This design comes from an exercise in tuning for small area on the open sky130 flow, not from production work. Function was checked by simulation only, so behaviour that the tests miss may differ from the original. Power figures rest on the tool's default switching activity, not on a simulated workload.

==> module fibonacci_lfsr_64, before the edit <==
module fibonacci_lfsr_64(CLK, nRST, r);
parameter SEED = 64'hFEEDBABEDEADBEEF;
localparam [72:0] POL = 73'h0AAAAAAAAAAAAAAAAAA;
localparam [72:0] INIT = {9'd0, SEED} ^ POL;
input CLK, nRST;
output [8:0] r;
reg [72:0] s;
wire shift_in = s[63] ^ s[62] ^ s[60] ^ s[59];
always @(posedge CLK) begin
    if (!nRST) s <= INIT;
    else s <= {~s[71:0], shift_in};
end
assign r = s[72:64] ^ POL[72:64];
endmodule
==> module stoch_square_root, before the edit <==
module stoch_square_root(CLK, nRST, a, r, rq, y);
input CLK, nRST;
input a;
input [8:0] r;
input [4:0] rq;
output y;
reg [7:0] m;
reg b_and;
wire y_decorr;
stoch_decorr decorr(
    .CLK(CLK),
    .nRST(nRST),
    .a(y),
    .rq(rq),
    .y(y_decorr)
    );
wire inc = a & ~b_and;
wire dec = ~a & b_and;
wire is_max = ~m[7] & (&m[6:0]);           
wire is_min = m[7] & ~m[4] & ~m[3];        
wire [8:0] all1, all0;
assign all1[0] = 1'b1;
assign all0[0] = 1'b1;
genvar i;
generate
    for (i = 0; i < 8; i = i + 1) begin : chain
        assign all1[i+1] = all1[i] & m[i];
        assign all0[i+1] = all0[i] & ~m[i];
    end
endgenerate
wire [7:0] t = ({8{inc}} & all1[7:0]) | ({8{dec & ~is_min}} & all0[7:0]);
wire [7:0] next_m = (inc & is_max) ? 8'hE7 : (m ^ t);
wire [7:0] g;
assign g[0] = 1'b0;
generate
    for (i = 0; i < 7; i = i + 1) begin : cmp
        assign g[i+1] = (next_m[i] & ~r[i+2]) | (next_m[i] & g[i]) | (~r[i+2] & g[i]);
    end
endgenerate
assign y = ~next_m[7] & g[7];
always @(posedge CLK) begin
    if (!nRST) begin
        m <= 8'd0;
        b_and <= 1'b0;
    end
    else begin
        m <= next_m;
        b_and <= y & y_decorr;
    end
end
endmodule
==> module stoch_div, before the edit <==
module stoch_div(CLK, nRST, a, b, r, y);
input CLK, nRST;
input a, b;
input [4:0] r;       
output y;
reg [9:0] n;
reg b_and;
wire inc = a & ~b_and;
wire dec = ~a & b_and;
wire is_max = ~n[9] & (&n[8:0]);                   
wire is_min = n[9] & ~n[5] & ~n[4] & ~n[0];        
wire [10:0] all1, all0;
assign all1[0] = 1'b1;
assign all0[0] = 1'b1;
genvar i;
generate
    for (i = 0; i < 10; i = i + 1) begin : chain
        assign all1[i+1] = all1[i] & n[i];
        assign all0[i+1] = all0[i] & ~n[i];
    end
endgenerate
wire [9:0] t = ({10{inc}} & all1[9:0]) | ({10{dec & ~is_min}} & all0[9:0]);
wire [9:0] next_n = (inc & is_max) ? 10'h3CE : (n ^ t);
wire [5:0] g;
assign g[0] = 1'b0;
generate
    for (i = 0; i < 5; i = i + 1) begin : cmp
        assign g[i+1] = (next_n[i] & ~r[i]) | (next_n[i] & g[i]) | (~r[i] & g[i]);
    end
endgenerate
assign y = ~next_n[9] & ((|next_n[8:5]) | g[5]);
always @(posedge CLK) begin
    if (!nRST) begin
        n <= 10'd0;
        b_and <= 1'b0;
    end
    else begin
        n <= next_n;
        b_and <= y & b;
    end
end
endmodule
clock: 25.0 ns
lec_check: 0
cap_margin: 20
core_margin: 2
core_utilization: 60
place_density: 0.7
slew_margin: 20
standard.sh (not shown) runs the stock make flow with config.mk's settings and CLKGATE_MAP_FILE= SYNTH_SCRIPT=/design/flow/synth_recipe.tcl, a recipe that flattens the netlist after the stock synthesis.
==> flow/flow/run.sh <==
#!/bin/bash
# Own layout flow.
# 1. the standard synthesis (its registers and names are kept).
# 2. Area-oriented re-synthesis: every module of the design is synthesised on
#    its own with ABC's deep resynthesis (eight random seeds, two mappers:
#    sixteen runs); for each
#    module the smallest result is kept; the design is then flattened. Its
#    flip-flops get the standard synthesis's names (same Yosys naming), which
#    is checked, and a Yosys equivalence proof against the standard netlist
#    must pass. If either check fails, the standard netlist's combinational
#    logic is re-mapped by ABC instead (remap.tcl), or, failing that, the
#    standard netlist is used as it is.
# 3. the standard layout, with small port buffers and a clock tree of
#    small buffers without dummy loads.
set -uo pipefail
W=$(pwd)
R=$W/orfs/results/$FLOW_PLATFORM/stoch_power_iter/base
LIB=$FLOW_HOME/platforms/$FLOW_PLATFORM/lib/sky130_fd_sc_hd__tt_025C_1v80.lib
export LIB

bash standard.sh synth > $W/log_synth.txt 2>&1 || exit 1
cp $R/1_2_yosys.v $W/std_synth.v

use_netlist() {
    cp "$1" $R/1_2_yosys.v
    rm -f $R/1_synth.odb $R/1_synth.sdc
    echo "netlist: $1" >> $W/log_choice.txt
}

ff_names() {
    grep -o 'sky130_fd_sc_hd__dfxtp_1 [^ ]*' "$1" | sort
}

check_netlist() {
    # same flip-flops (names and cells) as the standard synthesis, and equivalent
    ff_names $W/std_synth.v > $W/ff_std.txt
    ff_names "$1" > $W/ff_new.txt
    cmp -s $W/ff_std.txt $W/ff_new.txt || { echo "$1: flip-flops differ" >> $W/log_choice.txt; return 1; }
    STD_NETLIST=$W/std_synth.v NETLIST="$1" OUT_EQ="$1.eq.txt" \
        timeout 1200 yosys -c $W/flow/eq.tcl > "$1.eq.log" 2>&1 \
        || { echo "$1: equivalence not proven" >> $W/log_choice.txt; return 1; }
    return 0
}

# 2. per-module synthesis: sixteen runs (eight seeds, two mappers), four at a time
for wave in "1 2 3 4" "5 6 7 8" "9 10 11 12" "13 14 15 16"; do
    for c in $wave; do
        if (( c <= 8 )); then m=amap; else m=nf; fi
        sed "s/@SEED@/$(( (c - 1) % 8 + 1 ))/" $W/flow/pm_$m.abc > $W/pm_$c.abc
        DESIGN=$W/design.v FAMAP=$W/flow/fa_map.v ABC_SCRIPT=$W/pm_$c.abc \
            OUT_STAT=$W/pm_stat_$c.txt OUT_NETLIST=$W/pm_net_$c.v \
            timeout 1200 yosys -c $W/flow/pm.tcl > $W/log_pm_$c.txt 2>&1 &
    done
    wait
done
args=()
for c in $(seq 1 16); do
    [[ -s $W/pm_stat_$c.txt && -s $W/pm_net_$c.v ]] && args+=($W/pm_stat_$c.txt $W/pm_net_$c.v)
done
done_ok=0
if (( ${#args[@]} > 0 )) && python3 $W/flow/assemble.py $W/pm_asm.v "${args[@]}" > $W/log_assemble.txt 2>&1; then
    IN_NETLIST=$W/pm_asm.v OUT_STAT=$W/pm_flat_stat.txt OUT_NETLIST=$W/pm_flat.v \
        yosys -c $W/flow/flat.tcl > $W/log_flat.txt 2>&1 \
        && check_netlist $W/pm_flat.v && use_netlist $W/pm_flat.v && done_ok=1
fi

# fallback: re-map the standard netlist's combinational logic
if (( ! done_ok )); then
    for s in 1 2 3 4; do
        sed "s/@SEED@/$s/" $W/flow/remap.abc > $W/remap_$s.abc
        STD_NETLIST=$W/std_synth.v OUT_NETLIST=$W/remap_$s.v ABC_SCRIPT=$W/remap_$s.abc \
            timeout 1200 yosys -c $W/flow/remap.tcl > $W/log_remap_$s.txt 2>&1 &
    done
    wait
    best=""
    best_area=""
    for s in 1 2 3 4; do
        a=$(grep "Chip area for top module" $W/log_remap_$s.txt | tail -1 | awk '{print $NF}')
        [[ -n "$a" && -s $W/remap_$s.v ]] || continue
        if [[ -z "$best" ]] || awk -v a="$a" -v b="$best_area" 'BEGIN { exit !(a < b) }'; then
            best=$s
            best_area=$a
        fi
    done
    if [[ -n "$best" ]] && check_netlist $W/remap_$best.v; then
        use_netlist $W/remap_$best.v
        done_ok=1
    fi
fi
(( done_ok )) || echo "netlist: standard synthesis" >> $W/log_choice.txt

bash standard.sh \
    "BUFFER_PORTS_ARGS=-buffer_cell sky130_fd_sc_hd__buf_1" \
    "CTS_ARGS=-sink_clustering_enable -repair_clock_nets -dont_use_dummy_load -buf_list sky130_fd_sc_hd__clkbuf_2" \
    finish > $W/log_layout.txt 2>&1
Other scripts of this flow, unchanged in this note and not shown: flow/flow/assemble.py, flow/flow/eq.tcl, flow/flow/fa_map.v, flow/flow/flat.tcl, flow/flow/pm.tcl, flow/flow/pm_amap.abc, flow/flow/pm_nf.abc, flow/flow/remap.abc, flow/flow/remap.tcl
==> next run, changes <==
--- a/flow/design.v
+++ b/flow/design.v
@@ -1,17 +1,18 @@
 `timescale 1ns / 1ps
 module fibonacci_lfsr_64(CLK, nRST, r);
 parameter SEED = 64'hFEEDBABEDEADBEEF;
-localparam [72:0] POL = 73'h0AAAAAAAAAAAAAAAAAA;
-localparam [72:0] INIT = {9'd0, SEED} ^ POL;
+localparam [63:0] PRE_SEED = {SEED[0] ^ SEED[63] ^ SEED[61] ^ SEED[60], SEED[63:1]};
+localparam [71:0] POL = 72'hAAAAAAAAAAAAAAAAAA;
+localparam [71:0] INIT = {8'd0, PRE_SEED} ^ POL;
 input CLK, nRST;
 output [8:0] r;
-reg [72:0] s;
-wire shift_in = s[63] ^ s[62] ^ s[60] ^ s[59];
+reg [71:0] q;
+wire shift_in = q[63] ^ q[62] ^ q[60] ^ q[59];
 always @(posedge CLK) begin
-    if (!nRST) s <= INIT;
-    else s <= {~s[71:0], shift_in};
+    if (!nRST) q <= INIT;
+    else q <= {~q[70:0], shift_in};
 end
-assign r = s[72:64] ^ POL[72:64];
+assign r = q[71:63] ^ POL[71:63];
 endmodule
 `timescale 1ns / 1ps
 module stoch_decorr(CLK, nRST, a, rq, y);
@@ -147,8 +148,10 @@
 input [8:0] r;
 input [4:0] rq;
 output y;
-reg [7:0] m;
-reg b_and;
+reg [7:0] ms;
+reg b_and_n;
+wire [7:0] m = ms ^ 8'h80;
+wire b_and = ~b_and_n;
 wire y_decorr;
 stoch_decorr decorr(
     .CLK(CLK),
@@ -183,12 +186,12 @@
 assign y = ~next_m[7] & g[7];
 always @(posedge CLK) begin
     if (!nRST) begin
-        m <= 8'd0;
-        b_and <= 1'b0;
+        ms <= 8'h80;
+        b_and_n <= 1'b1;
     end
     else begin
-        m <= next_m;
-        b_and <= y & y_decorr;
+        ms <= next_m ^ 8'h80;
+        b_and_n <= ~(y & y_decorr);
     end
 end
 endmodule
@@ -231,8 +234,10 @@
 input a, b;
 input [4:0] r;       
 output y;
-reg [9:0] n;
-reg b_and;
+reg [9:0] ns;
+reg b_and_n;
+wire [9:0] n = ns ^ 10'h200;
+wire b_and = ~b_and_n;
 wire inc = a & ~b_and;
 wire dec = ~a & b_and;
 wire is_max = ~n[9] & (&n[8:0]);                   
@@ -259,12 +264,12 @@
 assign y = ~next_n[9] & ((|next_n[8:5]) | g[5]);
 always @(posedge CLK) begin
     if (!nRST) begin
-        n <= 10'd0;
-        b_and <= 1'b0;
+        ns <= 10'h200;
+        b_and_n <= 1'b1;
     end
     else begin
-        n <= next_n;
-        b_and <= y & b;
+        ns <= next_n ^ 10'h200;
+        b_and_n <= ~(y & b);
     end
 end
 endmodule
Outcome: Setup slack gets worse by 0.0088 ns. Wire length went down by about 2%. Utilization went up by 0.94 points. Clock-buffer cell count went down by 2. Total power went down by about 0.9%. Global-route usage went down by 0.34 points. Fmax is about the same. Area after synthesis went down by about 0.8%. Die area went down by 0.79%.

## static timing again, ports no longer ideal
Ports are ideal in the flow. The routed layouts listed here were re-timed in OpenROAD. Step 1: set_driving_cell puts a clkbuf_16 on CLK and a buf_2 on each other input, an assumption about the parent block. Step 2 also shifts input and output timing later by t, the mid clock arrival at the registers, as if the neighbouring blocks saw the same clock. Slacks: no drivers / after step 1 / after step 2; pairs: no drivers / after step 1.
run | t (ns) | setup slack, ns | worst setup path after step 2 | clock arrival spread, ns | cell pins on the clock port's net
the first run | 0.814 | 6.373 / 6.350 / 6.350 | input to output | 0.152 / 0.152 | 1
the second run | 0.824 | 6.364 / 6.342 / 6.342 | input to output | 0.171 / 0.171 | 1
After both steps setup and hold are still met in every run listed. For the first run, which loses most, drivers alone change the setup slack by -0.023 ns; drivers and shift together by -0.023 ns.
